Context: an optimization exercise on an open-source flow, tuned for small area. The choices shown serve that exercise and are no tape-out recipe.
At most, simulation tests tie the RTL to the original design; equivalence was not proved.
Power and IR drop assume default switching activity.

==> lagoon: inputs <==
## Router_top
module Router_top(clock, resetn, read_enb_0, read_enb_1, read_enb_2, pkt_valid, data_in,
                  data_out_0, data_out_1, data_out_2, valid_out_0, valid_out_1, valid_out_2, error, busy);
==> module router_synch, before the edit <==
module router_synch(clock, resetn, detect_add, data_in, write_enb_reg, read_enb_0, read_enb_1, read_enb_2,
                    empty_0, empty_1, empty_2, soft_reset_0, soft_reset_1, soft_reset_2, write_enb, write_tag);
  input clock, resetn, detect_add, write_enb_reg;
  input [1:0] data_in;
  input read_enb_0, read_enb_1, read_enb_2, empty_0, empty_1, empty_2;
  output reg soft_reset_0, soft_reset_1, soft_reset_2;
  output [2:0] write_enb;
  output [1:0] write_tag;
  reg [1:0] int_add_reg;
  reg [4:0] timer0, timer1, timer2;
  always @(posedge clock)
    if (detect_add)
      int_add_reg <= data_in;
  assign write_tag = write_enb_reg ? int_add_reg : 2'b11;
  assign write_enb[0] = write_enb_reg & (int_add_reg == 2'b00);
  assign write_enb[1] = write_enb_reg & (int_add_reg == 2'b01);
  assign write_enb[2] = write_enb_reg & (int_add_reg == 2'b10);
  function [4:0] timer_step(input [4:0] t);
    timer_step = {t[3:0], ~(t[4] ^ t[2])};
  endfunction
  function [4:0] timer_after(input integer n);
    integer m;
    begin
      timer_after = 5'd0;
      for (m = 0; m < n; m = m + 1)
        timer_after = timer_step(timer_after);
    end
  endfunction
  localparam [4:0] TIMER_LAST = timer_after(29);
  always @(posedge clock)
    if (~resetn) begin
      timer0 <= 5'd0;
      soft_reset_0 <= 1'b0;
    end else if (~empty_0 & ~read_enb_0) begin
      soft_reset_0 <= (timer0 == TIMER_LAST);
      timer0 <= (timer0 == TIMER_LAST) ? 5'd0 : timer_step(timer0);
    end
  always @(posedge clock)
    if (~resetn) begin
      timer1 <= 5'd0;
      soft_reset_1 <= 1'b0;
    end else if (~empty_1 & ~read_enb_1) begin
      soft_reset_1 <= (timer1 == TIMER_LAST);
      timer1 <= (timer1 == TIMER_LAST) ? 5'd0 : timer_step(timer1);
    end
  always @(posedge clock)
    if (~resetn) begin
      timer2 <= 5'd0;
      soft_reset_2 <= 1'b0;
    end else if (~empty_2 & ~read_enb_2) begin
      soft_reset_2 <= (timer2 == TIMER_LAST);
      timer2 <= (timer2 == TIMER_LAST) ? 5'd0 : timer_step(timer2);
    end
endmodule
==> module router_line, before the edit <==
module router_line(clock, write_tag, data_in, line_data, line_tag);
  parameter DEPTH = 30;
  input clock;
  input [1:0] write_tag;
  input [7:0] data_in;
  output [9*DEPTH-1:0] line_data;
  output [2*DEPTH-1:0] line_tag;
  reg [7:0] data [0:DEPTH-1];
  reg [1:0] tag [0:DEPTH-1];
  reg last_written;
  integer i;
  always @(posedge clock) begin
    data[0] <= ~data_in;
    tag[0] <= write_tag;
    for (i = 1; i < DEPTH; i = i + 1) begin
      data[i] <= data[i-1];
      tag[i] <= tag[i-1];
    end
    last_written <= (tag[DEPTH-1] != 2'b11);
  end
  genvar g;
  generate
    for (g = 0; g < DEPTH; g = g + 1) begin : flat
      if (g == DEPTH-1) begin : oldest
        assign line_data[9*g +: 9] = {~last_written, ~data[g]};
      end else begin : younger
        assign line_data[9*g +: 9] = {tag[g+1] == 2'b11, ~data[g]};
      end
      assign line_tag[2*g +: 2] = tag[g];
    end
  endgenerate
endmodule
==> module router_fifo, before the edit <==
module router_fifo(clock, resetn, write_enb, read_enb, soft_reset, line_data, line_tag, empty, data_out);
  parameter DEPTH = 30;
  parameter [1:0] ID = 2'd0;
  input clock, resetn, write_enb, read_enb, soft_reset;
  input [9*DEPTH-1:0] line_data;
  input [2*DEPTH-1:0] line_tag;
  output empty;
  output reg [7:0] data_out;
  reg held;
  reg [4:0] head_idx;
  reg cntr_zero;
  reg [5:0] cntr_left;
  wire rd = read_enb & held;
  reg [8:0] head;
  integer k;
  always @(*) begin
    head = 9'd0;
    for (k = 0; k < DEPTH; k = k + 1)
      head = head | (line_data[9*k +: 9] & {9{head_idx == k}});
  end
  reg [4:0] next_idx;
  reg found;
  integer j;
  always @(*) begin
    next_idx = 5'd0;
    found = 1'b0;
    for (j = 0; j < DEPTH; j = j + 1)
      if (line_tag[2*j +: 2] == ID && j < head_idx) begin
        next_idx = j + 1;
        found = 1'b1;
      end
  end
  always @(posedge clock)
    if (~held)
      head_idx <= 5'd0;
    else if (rd)
      head_idx <= next_idx;
    else
      head_idx <= head_idx + 5'd1;
  always @(posedge clock)
    if (~resetn | soft_reset)
      held <= 1'b0;
    else if (~held)
      held <= write_enb;
    else if (rd)
      held <= found | write_enb;
  always @(posedge clock)
    if (~resetn | soft_reset)
      cntr_zero <= 1'b1;
    else if (rd) begin
      if (head[8]) begin
        cntr_zero <= 1'b0;
        cntr_left <= head[7:2];
      end else if (~cntr_zero) begin
        if (cntr_left == 6'd0)
          cntr_zero <= 1'b1;
        cntr_left <= cntr_left - 6'd1;
      end
    end
  always @(posedge clock)
    if (~resetn | soft_reset)
      data_out <= 8'd0;
    else if (cntr_zero && (data_out != 8'd0))
      data_out <= 8'd0;
    else if (rd)
      data_out <= head[7:0];
  assign empty = ~held;
endmodule
==> module Router_top, before the edit <==
module Router_top(clock, resetn, read_enb_0, read_enb_1, read_enb_2, pkt_valid, data_in,
                  data_out_0, data_out_1, data_out_2, valid_out_0, valid_out_1, valid_out_2, error, busy);
  input clock, resetn, read_enb_0, read_enb_1, read_enb_2, pkt_valid;
  input [7:0] data_in;
  output [7:0] data_out_0, data_out_1, data_out_2;
  output busy, error, valid_out_0, valid_out_1, valid_out_2;
  wire empty0, empty1, empty2;
  wire [7:0] d_out;
  wire lfd, ld, wr_en_reg, rst_reg, d_add;
  wire softr0, softr1, softr2;
  wire [2:0] wr_enb;
  wire [1:0] wr_tag;
  wire [9*30-1:0] line_data;
  wire [2*30-1:0] line_tag;
  router_line rtr_line(.clock(clock), .write_tag(wr_tag), .data_in(d_out),
                       .line_data(line_data), .line_tag(line_tag));
  router_fifo #(.ID(2'd0)) rtr_fifo1(.clock(clock), .resetn(resetn), .write_enb(wr_enb[0]), .read_enb(read_enb_0),
                        .soft_reset(softr0), .line_data(line_data), .line_tag(line_tag), .empty(empty0), .data_out(data_out_0));
  router_fifo #(.ID(2'd1)) rtr_fifo2(.clock(clock), .resetn(resetn), .write_enb(wr_enb[1]), .read_enb(read_enb_1),
                        .soft_reset(softr1), .line_data(line_data), .line_tag(line_tag), .empty(empty1), .data_out(data_out_1));
  router_fifo #(.ID(2'd2)) rtr_fifo3(.clock(clock), .resetn(resetn), .write_enb(wr_enb[2]), .read_enb(read_enb_2),
                        .soft_reset(softr2), .line_data(line_data), .line_tag(line_tag), .empty(empty2), .data_out(data_out_2));
  router_FSM rtr_fsm(.clock(clock), .resetn(resetn), .pkt_valid(pkt_valid), .data_in(data_in[1:0]),
                     .soft_reset_0(softr0), .soft_reset_1(softr1), .soft_reset_2(softr2),
                     .fifo_empty_0(empty0), .fifo_empty_1(empty1), .fifo_empty_2(empty2),
                     .detect_add(d_add), .ld_state(ld), .lfd_state(lfd),
                     .write_enb_reg(wr_en_reg), .rst_int_reg(rst_reg), .busy(busy));
  router_reg rtr_reg(.clock(clock), .resetn(resetn), .pkt_valid(pkt_valid), .data_in(data_in),
                     .rst_int_reg(rst_reg), .detect_add(d_add), .ld_state(ld),
                     .err(error), .dout(d_out));
  router_synch rtr_synch(.clock(clock), .resetn(resetn), .detect_add(d_add), .data_in(data_in[1:0]),
                         .write_enb_reg(wr_en_reg), .read_enb_0(read_enb_0), .read_enb_1(read_enb_1), .read_enb_2(read_enb_2),
                         .empty_0(empty0), .empty_1(empty1), .empty_2(empty2),
                         .soft_reset_0(softr0), .soft_reset_1(softr1), .soft_reset_2(softr2),
                         .write_enb(wr_enb), .write_tag(wr_tag));
  assign valid_out_0 = ~empty0;
  assign valid_out_1 = ~empty1;
  assign valid_out_2 = ~empty2;
endmodule
clock: 10.0 ns
lec_check: 0
cap_margin: 20
core_margin: 2
core_utilization: 40
slew_margin: 20
standard.sh (not shown) runs the stock make flow with config.mk's settings and CLKGATE_MAP_FILE= SYNTH_SCRIPT=/design/flow/synth_recipe.tcl, a recipe that flattens the netlist after the stock synthesis.
==> flow/flow/run.sh <==
#!/bin/bash
# Layout flow: the standard ORFS flow with two changes.
#  - synthesis maps the logic with flow/abc_area.script (area-oriented ABC
#    mapping) instead of ORFS's abc_area.script; the flip-flops and their
#    names are those of the standard synthesis;
#  - CTS runs without dummy loads and with larger sink clusters.
set -euo pipefail
W=$(pwd)
F=$W/flow

# synthesis script: the standard flow's, with the abc override inserted after its first line
{ head -n 1 "$W/synth_recipe.tcl"; cat "$F/synth_pre.tcl"; tail -n +2 "$W/synth_recipe.tcl"; } > "$W/flow_synth.tcl"
sed "s#$W/synth_recipe.tcl#$W/flow_synth.tcl#g" "$W/standard.sh" > "$W/flow_standard.sh"
grep -q flow_synth.tcl "$W/flow_standard.sh"

export FLOW_ABC_SCRIPT=$F/abc_area.script
export CTS_ARGS="-sink_clustering_enable -repair_clock_nets -dont_use_dummy_load -sink_clustering_size 24 -sink_clustering_max_diameter 80"
export BUFFER_PORTS_ARGS="-buffer_cell sky130_fd_sc_hd__buf_1"

bash "$W/flow_standard.sh" finish > "$W/flow_make.log" 2>&1
==> flow/flow/abc_area.script <==
strash
dc2
&get -n
&dch -f
&nf -a -R 1000
&put
mfs2
strash
&get -n
&dch -f
&nf -a -R 1000
&put
mfs2
strash
&get -n
&dch -f
&nf -a -R 1000
&put
topo
==> flow/flow/synth_pre.tcl <==
# Run Yosys's abc with an area-oriented mapping script (flow/abc_area.script)
# in place of the script ORFS passes; everything else in the synthesis is the
# standard one, so the registers are the same.
proc abc {args} {
  set i [lsearch -exact $args -script]
  if { $i >= 0 } {
    lset args [expr {$i + 1}] $::env(FLOW_ABC_SCRIPT)
  }
  yosys abc {*}$args
}
==> nickel (differences from lagoon) <==
--- a/flow/design.v
+++ b/flow/design.v
@@ -205,16 +205,4 @@
   assign write_enb[1] = write_enb_reg & (int_add_reg == 2'b01);
   assign write_enb[2] = write_enb_reg & (int_add_reg == 2'b10);
-  function [4:0] timer_step(input [4:0] t);
-    timer_step = {t[3:0], ~(t[4] ^ t[2])};
-  endfunction
-  function [4:0] timer_after(input integer n);
-    integer m;
-    begin
-      timer_after = 5'd0;
-      for (m = 0; m < n; m = m + 1)
-        timer_after = timer_step(timer_after);
-    end
-  endfunction
-  localparam [4:0] TIMER_LAST = timer_after(29);
   always @(posedge clock)
     if (~resetn) begin
@@ -222,6 +210,6 @@
       soft_reset_0 <= 1'b0;
     end else if (~empty_0 & ~read_enb_0) begin
-      soft_reset_0 <= (timer0 == TIMER_LAST);
-      timer0 <= (timer0 == TIMER_LAST) ? 5'd0 : timer_step(timer0);
+      soft_reset_0 <= (timer0 == 5'd29);
+      timer0 <= (timer0 == 5'd29) ? 5'd0 : timer0 + 5'd1;
     end
   always @(posedge clock)
@@ -230,6 +218,6 @@
       soft_reset_1 <= 1'b0;
     end else if (~empty_1 & ~read_enb_1) begin
-      soft_reset_1 <= (timer1 == TIMER_LAST);
-      timer1 <= (timer1 == TIMER_LAST) ? 5'd0 : timer_step(timer1);
+      soft_reset_1 <= (timer1 == 5'd29);
+      timer1 <= (timer1 == 5'd29) ? 5'd0 : timer1 + 5'd1;
     end
   always @(posedge clock)
@@ -238,6 +226,6 @@
       soft_reset_2 <= 1'b0;
     end else if (~empty_2 & ~read_enb_2) begin
-      soft_reset_2 <= (timer2 == TIMER_LAST);
-      timer2 <= (timer2 == TIMER_LAST) ? 5'd0 : timer_step(timer2);
+      soft_reset_2 <= (timer2 == 5'd29);
+      timer2 <= (timer2 == 5'd29) ? 5'd0 : timer2 + 5'd1;
     end
 endmodule
--- a/flow/flow/run.sh
+++ b/flow/flow/run.sh
@@ -15,5 +15,5 @@
 
 export FLOW_ABC_SCRIPT=$F/abc_area.script
-export CTS_ARGS="-sink_clustering_enable -repair_clock_nets -dont_use_dummy_load -sink_clustering_size 24 -sink_clustering_max_diameter 80"
+export CTS_ARGS="-sink_clustering_enable -repair_clock_nets -dont_use_dummy_load -sink_clustering_size 30 -sink_clustering_max_diameter 100"
 export BUFFER_PORTS_ARGS="-buffer_cell sky130_fd_sc_hd__buf_1"
 
==> juniper (differences from lagoon) <==
--- a/flow/design.v
+++ b/flow/design.v
@@ -5,17 +5,18 @@
   input [7:0] data_in;
   output [9*DEPTH-1:0] line_data;
-  output [2*DEPTH-1:0] line_tag;
-  reg [7:0] data [0:DEPTH-1];
-  reg [1:0] tag [0:DEPTH-1];
-  reg last_written;
+  output [2*DEPTH-3:0] line_tag;
+  reg [7:0] data [0:DEPTH-1];           
+  reg [1:0] tag [0:DEPTH-2];
+  reg oldest_written, last_written;
   integer i;
   always @(posedge clock) begin
     data[0] <= ~data_in;
     tag[0] <= write_tag;
-    for (i = 1; i < DEPTH; i = i + 1) begin
+    for (i = 1; i < DEPTH; i = i + 1)
       data[i] <= data[i-1];
+    for (i = 1; i < DEPTH-1; i = i + 1)
       tag[i] <= tag[i-1];
-    end
-    last_written <= (tag[DEPTH-1] != 2'b11);
+    oldest_written <= (tag[DEPTH-2] != 2'b11);
+    last_written <= oldest_written;
   end
   genvar g;
@@ -24,7 +25,11 @@
       if (g == DEPTH-1) begin : oldest
         assign line_data[9*g +: 9] = {~last_written, ~data[g]};
+      end else if (g == DEPTH-2) begin : second
+        assign line_data[9*g +: 9] = {~oldest_written, ~data[g]};
       end else begin : younger
         assign line_data[9*g +: 9] = {tag[g+1] == 2'b11, ~data[g]};
       end
+    end
+    for (g = 0; g < DEPTH-1; g = g + 1) begin : tags
       assign line_tag[2*g +: 2] = tag[g];
     end
@@ -36,5 +41,5 @@
   input clock, resetn, write_enb, read_enb, soft_reset;
   input [9*DEPTH-1:0] line_data;
-  input [2*DEPTH-1:0] line_tag;
+  input [2*DEPTH-3:0] line_tag;
   output empty;
   output reg [7:0] data_out;
@@ -57,5 +62,5 @@
     next_idx = 5'd0;
     found = 1'b0;
-    for (j = 0; j < DEPTH; j = j + 1)
+    for (j = 0; j < DEPTH-1; j = j + 1)
       if (line_tag[2*j +: 2] == ID && j < head_idx) begin
         next_idx = j + 1;
@@ -255,5 +260,5 @@
   wire [1:0] wr_tag;
   wire [9*30-1:0] line_data;
-  wire [2*30-1:0] line_tag;
+  wire [2*30-3:0] line_tag;
   router_line rtr_line(.clock(clock), .write_tag(wr_tag), .data_in(d_out),
                        .line_data(line_data), .line_tag(line_tag));
--- a/flow/flow/run.sh
+++ b/flow/flow/run.sh
@@ -1,8 +1,11 @@
 #!/bin/bash
-# Layout flow: the standard ORFS flow with two changes.
+# Layout flow: the standard ORFS flow (standard.sh) with three changes.
 #  - synthesis maps the logic with flow/abc_area.script (area-oriented ABC
 #    mapping) instead of ORFS's abc_area.script; the flip-flops and their
 #    names are those of the standard synthesis;
-#  - CTS runs without dummy loads and with larger sink clusters.
+#  - CTS runs without dummy loads and with larger sink clusters;
+#  - every input and output port still gets a buffer, of the smallest kind.
+# All of make's output goes to flow_make.log; ORFS keeps each step's log
+# under orfs/logs/.
 set -euo pipefail
 W=$(pwd)
@@ -15,5 +18,5 @@
 
 export FLOW_ABC_SCRIPT=$F/abc_area.script
-export CTS_ARGS="-sink_clustering_enable -repair_clock_nets -dont_use_dummy_load -sink_clustering_size 24 -sink_clustering_max_diameter 80"
+export CTS_ARGS="-sink_clustering_enable -repair_clock_nets -dont_use_dummy_load -sink_clustering_size 26 -sink_clustering_max_diameter 100"
 export BUFFER_PORTS_ARGS="-buffer_cell sky130_fd_sc_hd__buf_1"
 
--- a/flow/flow/abc_area.script
+++ b/flow/flow/abc_area.script
@@ -17,3 +17,9 @@
 &nf -a -R 1000
 &put
+mfs2
+strash
+&get -n
+&dch -f
+&nf -a -R 1000
+&put
 topo
--- a/flow/config.mk
+++ b/flow/config.mk
@@ -6,6 +6,7 @@
 export NUM_CORES = 4
 export LEC_CHECK = 0
-export CAP_MARGIN = 20
+export CAP_MARGIN = 10
 export CORE_MARGIN = 2
-export CORE_UTILIZATION = 40
-export SLEW_MARGIN = 20
+export CORE_UTILIZATION = 50
+export GPL_TIMING_DRIVEN = 0
+export SLEW_MARGIN = 10
==> comparison table <==
item	juniper	nickel	lagoon
Result of the run	no timing/DRC/antenna violations	no timing/DRC/antenna violations	no timing/DRC/antenna violations
Synth Area in Compound Gates	0.2470	0.2418	0.2394
Non-clock buffer area fraction after layout	0.01044	0.02156	0.02059
Reg2Reg Launch Point	rtr_fifo1.head_idx[3]$_SDFF_PN0_	rtr_fifo3.head_idx[4]$_SDFF_PN0_	rtr_fifo1.head_idx[4]$_SDFF_PN0_
Met2 capacity usage during global routing	0.6529	0.5476	0.5410
Comb pwr	151 uW	171 uW	144 uW
Basic-gate share of the synthesized area counting and, or, nand and nor cells	0.2053	0.2087	0.2185
Share of the final layout cell area in multi-input gates	0.4454	0.4427	0.4366
Worst slack after detailed placement	5219 ps	5637 ps	5765 ps
Relative max-transition margin	0.07995	0.1400	0.1347
Count of cells along the worst register-to-register path	8	8	7
Vias in the first global route	16,780	16,680	17,010
Iteration count of the initial detailed-routing pass	9	14	13
Number of vias per cell after detailed routing	7.684	7.359	7.443
Die width	185.0 um	207.7 um	207.2 um
Endpoint class of the critical path	flop	primary output	flop
The RTL of nickel was laid out without a check of its function.

[static timing again, ports no longer ideal]
The results above use ideal ports. As a check the final layouts listed here were re-extracted and re-timed, cells and wires unchanged.
Step 1 sets driving cells, clkbuf_16 on the clock port and buf_2 on the other inputs (assumed; they add their load-dependent delay and slew).
Step 2 adds t to the input delays and takes it off the output delays; t is the mean of the earliest and latest rising clock arrival at the registers after step 1. Input paths then give back, and output paths get back, about the clock's delay inside the block.
a / b / c = no drivers / after step 1 / after step 2; a / b = the first two.
run | t (ns) | setup WS [ns] | worst data-port slew with drivers (ns)
lagoon | 0.634 | 5.493 / 5.490 / 5.493 | 0.04
nickel | 0.609 | 5.522 / 5.460 / 5.567 | 0.04
juniper | 0.612 | 4.938 / 4.938 / 4.938 | 0.04
After both steps every run listed still meets setup and hold.
